What follows belongs to an exercise in optimizing a design on an open flow for small area and a short achievable clock period; a production flow would make more cautious choices. Function was checked by simulation only, so behaviour that the tests miss may differ from the original. No activity file was given, so power comes from the tool's default toggle rates.

[design.v]
module edgeDetector (
    input  logic clk,
    input  logic i,
    output logic o
);
    logic last_i;
    always_ff @(posedge clk) begin
        last_i <= i;
    end
    assign o = (!last_i) && i;
endmodule
module gb_apu_function_envelope (
    input logic clk,
    input logic clk_vol_env,
    input logic start,
    input logic [3:0] initial_volume,
    input logic envelope_increasing,
    input logic [2:0] num_envelope_sweeps,
    output logic [3:0] target_vol
);
    logic [2:0] enve_left;   
    logic enve_enabled;
    assign enve_enabled = (num_envelope_sweeps == 3'd0) ? 0 : 1;
    always_ff @(posedge clk) begin
        if (start) begin
            target_vol <= initial_volume;
            enve_left  <= num_envelope_sweeps;
        end else if (clk_vol_env) begin
            if (enve_left != 3'b0) enve_left <= enve_left - 1'b1;
            else begin
                if (enve_enabled) begin
                    if (envelope_increasing)
                        if (target_vol != 4'b1111) target_vol <= target_vol + 1;
                        else if (target_vol != 4'b0000) target_vol <= target_vol - 1;
                    enve_left <= num_envelope_sweeps;
                end
            end
        end
    end
endmodule
module gb_apu_function_length #(
    parameter WIDTH = 6
) (
    input logic clk,
    input logic reset,
    input logic clk_length_ctr,
    input logic start,
    input logic single,
    input logic [WIDTH-1:0] length,
    output logic enable
);
    logic [WIDTH-1:0] length_left;
    always_ff @(posedge clk) begin
        if (reset) begin
            enable <= 1'b0;
            length_left <= 0;
        end else begin
            if (start) begin
                enable <= 1'b1;
                length_left <= (length == 0) ? ({WIDTH{1'b1}}) : (length);
            end else if (clk_length_ctr) begin
                if (single) begin
                    if (length_left != {WIDTH{1'b1}}) length_left <= length_left + 1;
                    else enable <= 1'b0;
                end
            end
        end
    end
endmodule
module gb_apu_function_sweep (
    input logic clk,
    input logic clk_sweep,
    input logic trigger,
    input logic [2:0] sweep_pace,
    input logic sweep_decreasing,
    input logic [2:0] num_sweep_shifts,
    input logic [10:0] frequency,
    output logic overflow,
    output logic [10:0] shadow_frequency
);
    logic sweep_enabled;
    logic [3:0] sweep_timer;   
    logic [10:0] new_frequency;
    assign new_frequency = shadow_frequency >> num_sweep_shifts;
    always_ff @(posedge clk) begin
        if (trigger) begin
            shadow_frequency <= frequency;
            sweep_timer <= (sweep_pace == 3'b000) ? 4'b1000 : {1'b0, sweep_pace};
            sweep_enabled <= ((sweep_pace != 0) && (num_sweep_shifts != 0)) ? 1'b1 : 1'b0;
            overflow <= 1'b0;
        end else if (clk_sweep) begin
            if (sweep_timer != 4'b0000) begin
                sweep_timer <= sweep_timer - 1;
            end else begin
                sweep_timer <= (sweep_pace == 3'b000) ? 4'b1000 : {1'b0, sweep_pace};
                if (sweep_enabled) begin
                    if (sweep_decreasing) shadow_frequency <= shadow_frequency - new_frequency;
                    else begin
                        if (~overflow) {overflow, shadow_frequency} <= {1'b0, shadow_frequency} + {1'b0, new_frequency};
                    end
                end
            end
        end
    end
endmodule
module gb_apu_channel_pulse (
    input logic reset,
    input logic clk,
    input logic clk_length_ctr,
    input logic clk_vol_env,
    input logic clk_sweep,
    input logic [2:0] sweep_time,
    input logic sweep_decreasing,
    input logic [2:0] num_sweep_shifts,
    input logic [1:0] wave_duty,
    input logic [5:0] length,
    input logic [3:0] initial_volume,
    input logic envelope_increasing,
    input logic [2:0] num_envelope_sweeps,
    input logic start,
    input logic single,
    input logic [10:0] frequency,
    output logic [3:0] level,
    output logic enable
);
    logic start_posedge;
    edgeDetector start_edgeDetection (
        .clk(clk),
        .i  (start),
        .o  (start_posedge)
    );
    logic overflow;
    logic [10:0] pulse_frequency;
    gb_apu_function_sweep sweepFunction (
        .clk(clk),
        .clk_sweep(clk_sweep),
        .trigger(start_posedge),
        .sweep_pace(sweep_time),
        .sweep_decreasing(sweep_decreasing),
        .num_sweep_shifts(num_sweep_shifts),
        .frequency(frequency),
        .overflow(overflow),
        .shadow_frequency(pulse_frequency)
    );
    logic [3:0] target_vol;
    gb_apu_function_envelope envelopeFunction (
        .clk(clk),
        .clk_vol_env(clk_vol_env),
        .start(start_posedge),
        .initial_volume(initial_volume),
        .envelope_increasing(envelope_increasing),
        .num_envelope_sweeps(num_envelope_sweeps),
        .target_vol(target_vol)
    );
    logic enable_length;
    gb_apu_function_length #(6) lengthFunction (
        .clk(clk),
        .reset(reset),
        .clk_length_ctr(clk_length_ctr),
        .start(start_posedge),
        .single(single),
        .length(length),
        .enable(enable_length)
    );
    logic [ 2:0] waveIndex;
    logic [10:0] periodDivider;   
    logic [ 1:0] periodDividerClock;   
    always_ff @(posedge clk) begin
        if (start_posedge) begin
            waveIndex <= 3'b000;
            periodDivider <= frequency;
            periodDividerClock <= 2'b11;
        end else begin
            if (periodDividerClock == 2'b00) begin
                if (periodDivider == 11'd2047) begin
                    waveIndex <= waveIndex + 1;
                    periodDivider <= pulse_frequency;   
                end else periodDivider <= periodDivider + 1;
            end
            periodDividerClock <= periodDividerClock - 1;
        end
    end
    logic waveValue;
    always_comb begin
        case (wave_duty)
            2'b00:   waveValue = (waveIndex != 3'b111) ? 1'b0 : 1'b1;
            2'b01:   waveValue = (waveIndex[2:1] != 2'b11) ? 1'b0 : 1'b1;
            2'b10:   waveValue = (waveIndex[2]) ? 1'b1 : 1'b0;
            2'b11:   waveValue = (waveIndex[2:1] == 2'b00) ? 1'b0 : 1'b1;
            default: waveValue = 1'b0;
        endcase
    end
    assign enable = enable_length & ~overflow;
    assign level  = (enable & waveValue) ? target_vol : 4'b0000;
endmodule
module gb_apu_channel_custom (
    input logic reset,
    input logic clk,
    input logic clk_length_ctr,
    input logic [7:0] length,
    input logic [1:0] volume,
    input logic on,
    input logic single,
    input logic start,
    input logic [10:0] frequency,
    input logic [7:0] wave_data,
    output logic [3:0] wave_addr,
    output logic [3:0] level,
    output logic enable
);
    logic start_posedge;
    edgeDetector start_edgeDetection (
        .clk(clk),
        .i  (start),
        .o  (start_posedge)
    );
    logic [4:0] current_pointer;
    logic [3:0] current_sample;
    assign wave_addr[3:0] = current_pointer[4:1];
    assign current_sample[3:0] = (current_pointer[0]) ? (wave_data[3:0]) : (wave_data[7:4]);
    logic [11:0] divider;
    always_ff @(posedge clk) begin
        if (start_posedge) begin
            divider <= {frequency, 1'b0};   
            current_pointer <= 5'd0;
        end else begin
            if (divider == 12'd4095) begin
                if (on) current_pointer <= current_pointer + 1'b1;
                divider <= {frequency, 1'b0};
            end else divider <= divider + 1'b1;
        end
    end
    gb_apu_function_length #(8) lengthFunction (
        .clk(clk),
        .reset(reset),
        .clk_length_ctr(clk_length_ctr),
        .start(start),
        .single(single),
        .length(length),
        .enable(enable)
    );
    always_comb begin
        if (on) begin
            case (volume)
                2'b00:   level = 4'b0000;
                2'b01:   level = current_sample[3:0];
                2'b10:   level = {1'b0, current_sample[3:1]};   
                2'b11:   level = {2'b00, current_sample[3:2]};   
                default: level = 4'b0000;
            endcase
        end else begin
            level = 4'b0000;   
        end
    end
endmodule
module gb_apu_channel_noise (
    input logic reset,
    input logic clk,
    input logic clk_length_ctr,
    input logic clk_vol_env,
    input logic [5:0] length,
    input logic [3:0] initial_volume,
    input logic envelope_increasing,
    input logic [2:0] num_envelope_sweeps,
    input logic [3:0] shift_clock_freq,
    input logic counter_width,
    input logic [2:0] freq_dividing_ratio,
    input logic start,
    input logic single,
    output logic [3:0] level,
    output logic enable
);
    logic start_posedge;
    edgeDetector start_edgeDetection (
        .clk(clk),
        .i  (start),
        .o  (start_posedge)
    );
    logic [6:0] polynomialDivisor;
    always_comb begin
        if (freq_dividing_ratio == 3'b000) polynomialDivisor = 7'd8;
        else polynomialDivisor = {freq_dividing_ratio, 4'b0000};
    end
    logic [21:0] frequencyTimer;
    logic [21:0] calcFrequencyTimer;
    assign calcFrequencyTimer = ({{15{1'b0}}, polynomialDivisor} << shift_clock_freq);
    logic [14:0] lfsr;
    logic target_freq_out;
    assign target_freq_out = ~lfsr[0];
    logic [14:0] lfsr_next;
    always_comb begin
        case (counter_width)
            0: lfsr_next = {(lfsr[0] ^ lfsr[1]), lfsr[14:1]};
            1: lfsr_next = {(lfsr[0] ^ lfsr[1]), lfsr[14:8], (lfsr[0] ^ lfsr[1]), lfsr[6:1]};
            default: lfsr_next = lfsr;
        endcase
    end
    always_ff @(posedge clk) begin
        if (start_posedge) begin
            frequencyTimer <= calcFrequencyTimer;
            lfsr <= {15{1'b1}};
        end else begin
            if (frequencyTimer == 38'd0) begin
                frequencyTimer <= calcFrequencyTimer;
                lfsr <= lfsr_next;
            end else frequencyTimer <= frequencyTimer - 1;
        end
    end
    logic [3:0] target_vol;   
    gb_apu_function_envelope envelopeFunction (
        .clk(clk),
        .clk_vol_env(clk_vol_env),
        .start(start_posedge),
        .initial_volume(initial_volume),
        .envelope_increasing(envelope_increasing),
        .num_envelope_sweeps(num_envelope_sweeps),
        .target_vol(target_vol)
    );
    gb_apu_function_length #(6) lengthFunction (
        .clk(clk),
        .reset(reset),
        .clk_length_ctr(clk_length_ctr),
        .start(start_posedge),
        .single(single),
        .length(length),
        .enable(enable)
    );
    assign level = (enable & target_freq_out) ? target_vol : 4'b0000;
endmodule
module gb_apu_frameSequencer (
    input  logic clk,
    input  logic reset,
    output logic length_clk,
    output logic envelope_clk,
    output logic sweep_clk
);
    logic [15:0] div;
    always_ff @(posedge clk) begin
        if (reset) div <= 16'd0;
        else div <= div + 16'd1;
    end
    assign length_clk   = (div[13:0] == {14{1'b1}});   
    assign envelope_clk = (div[15:0] == {16{1'b1}});   
    assign sweep_clk    = (div[14:0] == {15{1'b1}});   
endmodule
module gb_apu (
    input logic clk,
    input logic reset,
    input logic [15:0] addr_i,
    input logic [7:0] data_i,
    input logic wren,
    output logic [7:0] data_o,
    output logic [15:0] left,
    output logic [15:0] right
);
    logic [7:0] regs[32];
    logic [7:0] reg_nr10, reg_nr11, reg_nr12, reg_nr13, reg_nr14;
    logic [7:0] reg_nr21, reg_nr22, reg_nr23, reg_nr24;
    logic [7:0] reg_nr30, reg_nr31, reg_nr32, reg_nr33, reg_nr34;
    logic [7:0] reg_nr41, reg_nr42, reg_nr43, reg_nr44;
    logic [7:0] reg_nr50, reg_nr51, reg_nr52;
    assign reg_nr10 = regs[00];   
    assign reg_nr11 = regs[01];   
    assign reg_nr12 = regs[02];   
    assign reg_nr13 = regs[03];   
    assign reg_nr14 = regs[04];   
    assign reg_nr21 = regs[06];   
    assign reg_nr22 = regs[07];   
    assign reg_nr23 = regs[08];   
    assign reg_nr24 = regs[09];   
    assign reg_nr30 = regs[10];   
    assign reg_nr31 = regs[11];   
    assign reg_nr32 = regs[12];   
    assign reg_nr33 = regs[13];   
    assign reg_nr34 = regs[14];   
    assign reg_nr41 = regs[16];   
    assign reg_nr42 = regs[17];   
    assign reg_nr43 = regs[18];   
    assign reg_nr44 = regs[19];   
    assign reg_nr50 = regs[20];   
    assign reg_nr51 = regs[21];   
    assign reg_nr52 = regs[22];   
    logic [ 2:0] ch1_sweep_time;
    logic        ch1_sweep_decreasing;
    logic [ 2:0] ch1_num_sweep_shifts;
    logic [ 1:0] ch1_wave_duty;
    logic [ 5:0] ch1_length;   
    logic [ 3:0] ch1_initial_volume;
    logic        ch1_envelope_increasing;
    logic [ 2:0] ch1_num_envelope_sweeps;
    logic [10:0] ch1_frequency;
    logic        ch1_start;   
    logic        ch1_single;
    assign ch1_sweep_time = reg_nr10[6:4];
    assign ch1_sweep_decreasing = reg_nr10[3];
    assign ch1_num_sweep_shifts = reg_nr10[2:0];
    assign ch1_wave_duty = reg_nr11[7:6];
    assign ch1_length = reg_nr11[5:0];
    assign ch1_initial_volume = reg_nr12[7:4];
    assign ch1_envelope_increasing = reg_nr12[3];
    assign ch1_num_envelope_sweeps = reg_nr12[2:0];
    assign ch1_frequency = {reg_nr14[2:0], reg_nr13[7:0]};
    assign ch1_single = reg_nr14[6];
    logic [ 1:0] ch2_wave_duty;
    logic [ 5:0] ch2_length;
    logic [ 3:0] ch2_initial_volume;
    logic        ch2_envelope_increasing;
    logic [ 2:0] ch2_num_envelope_sweeps;
    logic [10:0] ch2_frequency;
    logic        ch2_start;   
    logic        ch2_single;
    assign ch2_wave_duty = reg_nr21[7:6];
    assign ch2_length = reg_nr21[5:0];
    assign ch2_initial_volume = reg_nr22[7:4];
    assign ch2_envelope_increasing = reg_nr22[3];
    assign ch2_num_envelope_sweeps = reg_nr22[2:0];
    assign ch2_frequency = {reg_nr24[2:0], reg_nr23[7:0]};
    assign ch2_single = reg_nr24[6];
    logic        ch3_on;
    logic [ 7:0] ch3_length;   
    logic [ 1:0] ch3_volume;   
    logic [10:0] ch3_frequency;
    logic        ch3_start;   
    logic        ch3_single;
    assign ch3_on = reg_nr30[7];
    assign ch3_length = reg_nr31[7:0];
    assign ch3_volume = reg_nr32[6:5];
    assign ch3_frequency = {reg_nr34[2:0], reg_nr33[7:0]};
    assign ch3_single = reg_nr34[6];
    logic [5:0] ch4_length;   
    logic [3:0] ch4_initial_volume;
    logic       ch4_envelope_increasing;
    logic [2:0] ch4_num_envelope_sweeps;
    logic [3:0] ch4_shift_clock_freq;
    logic       ch4_counter_width;   
    logic [2:0] ch4_freq_dividing_ratio;
    logic       ch4_start;   
    logic       ch4_single;   
    assign ch4_length = reg_nr41[5:0];
    assign ch4_initial_volume = reg_nr42[7:4];
    assign ch4_envelope_increasing = reg_nr42[3];
    assign ch4_num_envelope_sweeps = reg_nr42[2:0];
    assign ch4_shift_clock_freq = reg_nr43[7:4];
    assign ch4_counter_width = reg_nr43[3];
    assign ch4_freq_dividing_ratio = reg_nr43[2:0];
    assign ch4_single = reg_nr44[6];   
    logic [2:0] left_output_level, right_output_level;
    logic left_ch4_enable, left_ch3_enable, left_ch2_enable, left_ch1_enable;
    logic right_ch4_enable, right_ch3_enable, right_ch2_enable, right_ch1_enable;
    logic sound_enable;   
    assign left_output_level = reg_nr50[6:4];
    assign right_output_level = reg_nr50[2:0];
    assign left_ch4_enable = reg_nr51[7];
    assign left_ch3_enable = reg_nr51[6];
    assign left_ch2_enable = reg_nr51[5];
    assign left_ch1_enable = reg_nr51[4];
    assign right_ch4_enable = reg_nr51[3];
    assign right_ch3_enable = reg_nr51[2];
    assign right_ch2_enable = reg_nr51[1];
    assign right_ch1_enable = reg_nr51[0];
    assign sound_enable = reg_nr52[7];
    logic ch4_on_flag, ch3_on_flag, ch2_on_flag, ch1_on_flag;
    logic [7:0] wave[16];
    logic [3:0] wave_addr_ext;   
    logic [3:0] wave_addr_int;   
    logic [3:0] wave_addr;
    logic [7:0] wave_data;
    always_comb begin
        wave_addr_ext = addr_i[3:0];
        wave_addr = (ch3_on) ? (wave_addr_int) : (wave_addr_ext);
        wave_data = wave[wave_addr];
    end
    logic addr_in_regs;
    logic addr_in_wave;
    assign addr_in_regs = (addr_i >= 16'hFF10 && addr_i <= 16'hFF2F);
    assign addr_in_wave = (addr_i >= 16'hFF30 && addr_i <= 16'hFF3F);
    logic [4:0] reg_addr;
    assign reg_addr = {~addr_i[4], addr_i[3:0]};
    always_comb begin
        if (addr_in_regs) begin
            if (addr_i == 16'hFF26) data_o = {sound_enable, 3'b000, ch4_on_flag, ch3_on_flag, ch2_on_flag, ch1_on_flag};
            else data_o = regs[reg_addr];
        end else if (addr_in_wave) begin
            data_o = wave[wave_addr];
        end else begin
            data_o = 8'hFF;   
        end
    end
    integer i;
    always_ff @(posedge clk) begin
        if (reset) begin
            for (i = 0; i < 32; i = i + 1) begin : resetAudioRegisters
                regs[i] <= 8'h00;
            end
        end else begin
            if (wren) begin
                if (addr_in_regs) begin
                    if ((addr_i == 16'hFF26) && (data_i[7] == 1'b0)) begin
                        for (i = 0; i < 32; i = i + 1) begin : masterResetAudio
                            regs[i] <= 8'h00;
                        end
                    end else if (sound_enable || ((addr_i == 16'hFF26) && (data_i[7] == 1'b1)))
                        regs[reg_addr] <= data_i;
                end else if (addr_in_wave) begin
                    wave[wave_addr] <= data_i;
                end
            end
            if ((wren) && (addr_i == 16'hFF14)) ch1_start <= data_i[7];
            else ch1_start <= 0;
            if ((wren) && (addr_i == 16'hFF19)) ch2_start <= data_i[7];
            else ch2_start <= 0;
            if ((wren) && (addr_i == 16'hFF1E)) ch3_start <= data_i[7];
            else ch3_start <= 0;
            if ((wren) && (addr_i == 16'hFF23)) ch4_start <= data_i[7];
            else ch4_start <= 0;
        end
    end
    logic clk_length_ctr;   
    logic clk_vol_env;   
    logic clk_sweep;   
    gb_apu_frameSequencer APUclockDivider (
        .clk(clk),
        .reset(reset),
        .length_clk(clk_length_ctr),
        .envelope_clk(clk_vol_env),
        .sweep_clk(clk_sweep)
    );
    logic [3:0] ch1;
    logic [3:0] ch2;
    logic [3:0] ch3;
    logic [3:0] ch4;
    gb_apu_channel_pulse channel_1 (
        .reset(~sound_enable),
        .clk(clk),
        .clk_length_ctr(clk_length_ctr),
        .clk_vol_env(clk_vol_env),
        .clk_sweep(clk_sweep),
        .sweep_time(ch1_sweep_time),
        .sweep_decreasing(ch1_sweep_decreasing),
        .num_sweep_shifts(ch1_num_sweep_shifts),
        .wave_duty(ch1_wave_duty),
        .length(ch1_length),
        .initial_volume(ch1_initial_volume),
        .envelope_increasing(ch1_envelope_increasing),
        .num_envelope_sweeps(ch1_num_envelope_sweeps),
        .start(ch1_start),
        .single(ch1_single),
        .frequency(ch1_frequency),
        .level(ch1),
        .enable(ch1_on_flag)
    );
    gb_apu_channel_pulse channel_2 (
        .reset(~sound_enable),
        .clk(clk),
        .clk_length_ctr(clk_length_ctr),
        .clk_vol_env(clk_vol_env),
        .clk_sweep(clk_sweep),
        .sweep_time(3'b000),
        .sweep_decreasing(1'b0),
        .num_sweep_shifts(3'b000),
        .wave_duty(ch2_wave_duty),
        .length(ch2_length),
        .initial_volume(ch2_initial_volume),
        .envelope_increasing(ch2_envelope_increasing),
        .num_envelope_sweeps(ch2_num_envelope_sweeps),
        .start(ch2_start),
        .single(ch2_single),
        .frequency(ch2_frequency),
        .level(ch2),
        .enable(ch2_on_flag)
    );
    gb_apu_channel_custom channel_3 (
        .reset(~sound_enable),
        .clk(clk),
        .clk_length_ctr(clk_length_ctr),
        .length(ch3_length),
        .volume(ch3_volume),
        .on(ch3_on),
        .single(ch3_single),
        .start(ch3_start),
        .frequency(ch3_frequency),
        .wave_addr(wave_addr_int),
        .wave_data(wave_data),
        .level(ch3),
        .enable(ch3_on_flag)
    );
    gb_apu_channel_noise channel_4 (
        .reset(~sound_enable),
        .clk(clk),
        .clk_length_ctr(clk_length_ctr),
        .clk_vol_env(clk_vol_env),
        .length(ch4_length),
        .initial_volume(ch4_initial_volume),
        .envelope_increasing(ch4_envelope_increasing),
        .num_envelope_sweeps(ch4_num_envelope_sweeps),
        .shift_clock_freq(ch4_shift_clock_freq),
        .counter_width(ch4_counter_width),
        .freq_dividing_ratio(ch4_freq_dividing_ratio),
        .start(ch4_start),
        .single(ch4_single),
        .level(ch4),
        .enable(ch4_on_flag)
    );
    logic [5:0] DAC_sum_left;
    logic [5:0] DAC_sum_right;
    always_comb begin
        DAC_sum_left  = 6'd0;
        DAC_sum_right = 6'd0;
        if (left_ch1_enable) DAC_sum_left = DAC_sum_left + {2'b00, ch1};
        if (left_ch2_enable) DAC_sum_left = DAC_sum_left + {2'b00, ch2};
        if (left_ch3_enable) DAC_sum_left = DAC_sum_left + {2'b00, ch3};
        if (left_ch4_enable) DAC_sum_left = DAC_sum_left + {2'b00, ch4};
        if (right_ch1_enable) DAC_sum_right = DAC_sum_right + {2'b00, ch1};
        if (right_ch2_enable) DAC_sum_right = DAC_sum_right + {2'b00, ch2};
        if (right_ch3_enable) DAC_sum_right = DAC_sum_right + {2'b00, ch3};
        if (right_ch4_enable) DAC_sum_right = DAC_sum_right + {2'b00, ch4};
    end
    logic [8:0] mixer_sum_left;
    logic [8:0] mixer_sum_right;
    assign mixer_sum_left = DAC_sum_left * left_output_level;
    assign mixer_sum_right = DAC_sum_right * right_output_level;
    assign left = (sound_enable) ? {1'b0, mixer_sum_left[8:0], 6'b0} : 16'b0;
    assign right = (sound_enable) ? {1'b0, mixer_sum_right[8:0], 6'b0} : 16'b0;
endmodule
[constraint.sdc]
create_clock -name core_clock -period 11.0 [get_ports {clk}]
set_input_delay 2.2000 -clock core_clock [delete_from_list [all_inputs] [get_ports {clk}]]
set_output_delay 2.2000 -clock core_clock [all_outputs]
set_load 0.01 [all_outputs]
[config.mk]
export PLATFORM = sky130hd
export DESIGN_NAME = gb_apu
export DESIGN_NICKNAME = gb_apu
export VERILOG_FILES = /design/flow/design.v
export SDC_FILE = /design/flow/constraint.sdc
export NUM_CORES = 4
export LEC_CHECK = 0
export CAP_MARGIN = 20
export CORE_MARGIN = 2
export CORE_UTILIZATION = 40
export SLEW_MARGIN = 20
[run.sh]
#!/bin/bash
# synth_recipe.tcl (not shown) runs the flow's synth.tcl, then flattens the netlist and writes it again
# the make line also repeats each setting of config.mk as NAME=value (left out here)
make -C /OpenROAD-flow-scripts/flow DESIGN_CONFIG=/design/flow/config.mk WORK_HOME=/design/flow/orfs CLKGATE_MAP_FILE= SYNTH_SCRIPT=/design/flow/synth_recipe.tcl finish
==> results.txt <==
==> state kept, by name (all words and copies together), names as in the netlist, 4 cells and up <==
register / flops
APUclockDivider.div: 16
channel_1.envelopeFunction.target_vol: 4
channel_1.lengthFunction.length_left: 6
channel_1.periodDivider: 11
channel_1.sweepFunction.shadow_frequency: 11
channel_1.sweepFunction.sweep_timer: 4
channel_2.envelopeFunction.target_vol: 4
channel_2.lengthFunction.length_left: 6
channel_2.periodDivider: 11
channel_2.sweepFunction.shadow_frequency: 11
channel_3.current_pointer: 5
channel_3.divider: 12
channel_3.lengthFunction.length_left: 8
channel_4.envelopeFunction.target_vol: 4
channel_4.frequencyTimer: 22
channel_4.lengthFunction.length_left: 6
channel_4.lfsr: 15
regs: 256
wave: 128
==> repair_timing <==
| action | CTS | global route |
|---|---|---|
| resized for setup | 5 | 29 |
| setup buffers | 1 | 3 |
| pin swaps | 0 | 8 |
| hold endpoints to repair | 0 | 0 |
| endpoints found under the setup margin | 6 | 10 |
==> cell usage in the layout (no fill, tap or decap), drive strengths merged, types with 64 or more instances in the layout <==
cell type    n
nor2       217
xnor2       64
edfxtp     458
inv         85
dfxtp      115
a21oi      117
clkbuf      87
buf        100
nand3       72
nand2      193
and2       287
mux4       107
o21ai      147
ha          92
==> layout make-up <==
class	instances	area, µm²	share of cell area, %
clock buffers	87	1700	4.92
diodes	4	10.0	0.0290
flip-flops and latches	573	16100	46.6
repair buffers	142	1200	3.47
well taps	978	1220	3.55
clock inverters	27	414	1.20
multi-input cells	1823	13600	39.3
inverters	84	315	0.915
==> worst min-delay path by stage <==
stage | from | to | slack (ps) | depth (start not counted)
finish | channel_1.periodDividerClock[0] | channel_1.periodDividerClock[0] | 380 | 1
global route | channel_1.periodDividerClock[0] | channel_1.periodDividerClock[0] | 400 | 1
CTS | channel_2.periodDividerClock[0] | channel_2.periodDividerClock[0] | 380 | 1
detailed placement | channel_2.periodDividerClock[0] | channel_2.periodDividerClock[0] | 370 | 1
global placement | ch1_start | channel_1.start_edgeDetection.last_i | 360 | 0
floorplan | ch1_start | channel_1.start_edgeDetection.last_i | 350 | 0
==> through the flow <==
stage	total power [µW]	hold slack [ps]	worst slack, ps	utilization, %	setup TNS [ps]
CTS	5430	384	0.354	45.4	0
detailed placement	3260	370	-166	42.5	-614
floorplan	3060	349	1070	-	0
global route	5600	398	69.2	45.5	0
finish	5400	383	391	45.5	0
global placement	3240	357	-55.8	42.5	-55.8
==> cells by family after synthesis <==
group,count (synthesis)
and+or+nand+nor,1009
DFF,573
AOI/OAI and AO/OA,408
buffers and inverters,231
muxes,164
xor gates and xnor gates,118
adders and majority gates,110
other,1
==> worst max-delay path, delay by kind of cell <==
kind,cells,cell delay (ps)
XOR/XNOR,3,370
buffers and inverters,8,1470
AO/OA/AOI/OAI,6,1020
adder cells (fa/ha/maj),5,1720
AND/OR/NAND/NOR,5,660
multiplexers,4,950
==> power by group through the flow <==
stage | Clock [µW] | Sequential (µW) | Combinational, µW
global placement | 0 | 2630 | 606
global route | 2290 | 2610 | 702
detailed placement | 0 | 2640 | 627
CTS | 2210 | 2590 | 631
finish | 2180 | 2590 | 633
floorplan | 0 | 2600 | 467
==> routing by layer <==
metal / global-route usage, % / routed length, µm
met1: 26.6 / 33300
met2: 32.4 / 36900
met3: 3.26 / 5410
met4: 6.14 / 2020
met5: 0 / 37
==> out/results.ini <==
[pwr]
swShare_pct=24.8
ir_drop_mv=0.123
comb_power_share_pct=11.7
powerDensity_nw_per_um2=157
pwr-share-seq_pct=48.0
p_clk_share_pct=40.3
p_int_uw=4060
power_leakage_uw=0.0130
p_sw_uw=1340

[floorplan]
die_area_um2=78400
rows=101
coreArea_um2=75700
die_w_um=280
io_pins=67
die_y_um=280
initial_core_util_pct=40.2

[clocking]
cts.reportedPaths.clkPinSlew_ps=60
cts.sinks=573
cts_tree=yes
clock_latency_ps=650
cts-buffers-inserted=61
clk_path_buf_depth=3
htree_levels=2
clockRootBuffer=clkbuf_16
holdBufCountCts=0

[run_status]
status=finished clean

[synth]
synth_adder_area_share_pct=4.96
synth_area_leaders=edfxtp_1 45%, dfxtp_1 7.6%, mux4_2 6.4%, and2_1 5.9%, ha_1 3.8%
synth-main-ff-cell=edfxtp_1
yosysTopAreaCell=edfxtp_1
synthCells=2614
yosys.area_share.simple_pct=17.5
synth_top_area_share_pct=45.1
yosysSeqAreaShare_pct=52.7
synth_top_family_by_area=simple AND/OR/NAND/NOR gates
netlist_top_cells_count=458 x edfxtp_1, 287 x and2_1, 210 x nor2_1
async_flop_share_pct=0
yosys_warnings=10
syn_avg_cell_area_um2=11.7
synth_edf_count=458
synthDistinctLibCells=78
synthXorXnorAreaFrac_pct=3.39
yosys.cell_count.top_type=edfxtp_1
synth_area_um2=30500
yosys_register_bits=573
synth_compound_area_share_pct=7.97
synthMuxAreaShare_pct=10.1

[drt]
ant_nets=0
route.detailed.drc=0
routed_wl_mm=77.6
vias_per_cell=5.57
first_pass_iters=6
detail_route.iter0.violations=1628
vias=20709
routedWlPerCell_um=20.9

[worst_setup_path]
crit_fanout=19
critPathLaunch=addr_i[0]
crit_path_start_kind=input port
cp-end-kind=primary output
worst_path_max_delay_cell=clkdlybuf4s50_1
rr_worst_depth=13
endpoint=right[11]
path_class=in -> out
r2r_setup_slack_ps=7130
required_ps=8800
cp.arrival_ps=8410
crit_top_cell=buf_4
critPathMaxStageDelay_ps=530
worstReg2RegStart=regs[0][1]
timing.rr.end=channel_1.sweepFunction.shadow_frequency[10]

[placement]
finalWeightedCongestion=0.847
hpwl_mm=54.6
io_buffers=52
dp_cells=3595
placed_area_um2=32200

[sta]
rsz0062_at_grt=no
finalSetupViolCount=0
hold_viol=0
tightest_slew_ps=1170
period_needed_ps=10610
worst_clock_skew_ps=18.4
finalMaxSlewViolations=0
max_slew_margin_pct=22.3
finalCritPeriodShare_pct=96.4
max_freq_ghz=0.0943

[global_route]
grt.total_usage_pct=19.7
grt_pass1_vias=20372
grt_pass1_wl_mm=119
grt_overflow=0
antenna_found_initial=8
grt_max_degree=50

[cells_and_area]
nets=2822
finalInstanceArea_um2=34500
fillers=6774
area_growth_pct=13.2
drive_gt1_share_pct=12.8
stdcell_count=3718

[flow_run]
drv_cap=0

[worst_hold_path]
hp-class=reg -> reg

## afterwards: timing with drivers on the ports
No port has a modelled driver above. Below, the same layout with a new extraction and two added sets of constraints.
Step 1 assumes that a clkbuf_16 drives the clock port and a buf_2 every other input.
Step 2 adds t to the input delays and takes it off the output delays; t is the mean of the earliest and latest rising clock arrival at the registers after step 1. Input paths then give back, and output paths get back, about the clock's delay inside the block.
Slacks: no drivers / after step 1 / after step 2; pairs: no drivers / after step 1.
t, ns: 0.695
setup WS [ns]: 0.391 / 0.331 / 0.331
worst hold slack (ns): 0.383 / 0.383 / 0.383
cell pins on the clock port's net: 1
After both steps setup and hold are still met in this run. The setup slack of this run moves by -0.060 ns with the drivers and by -0.060 ns with both steps.
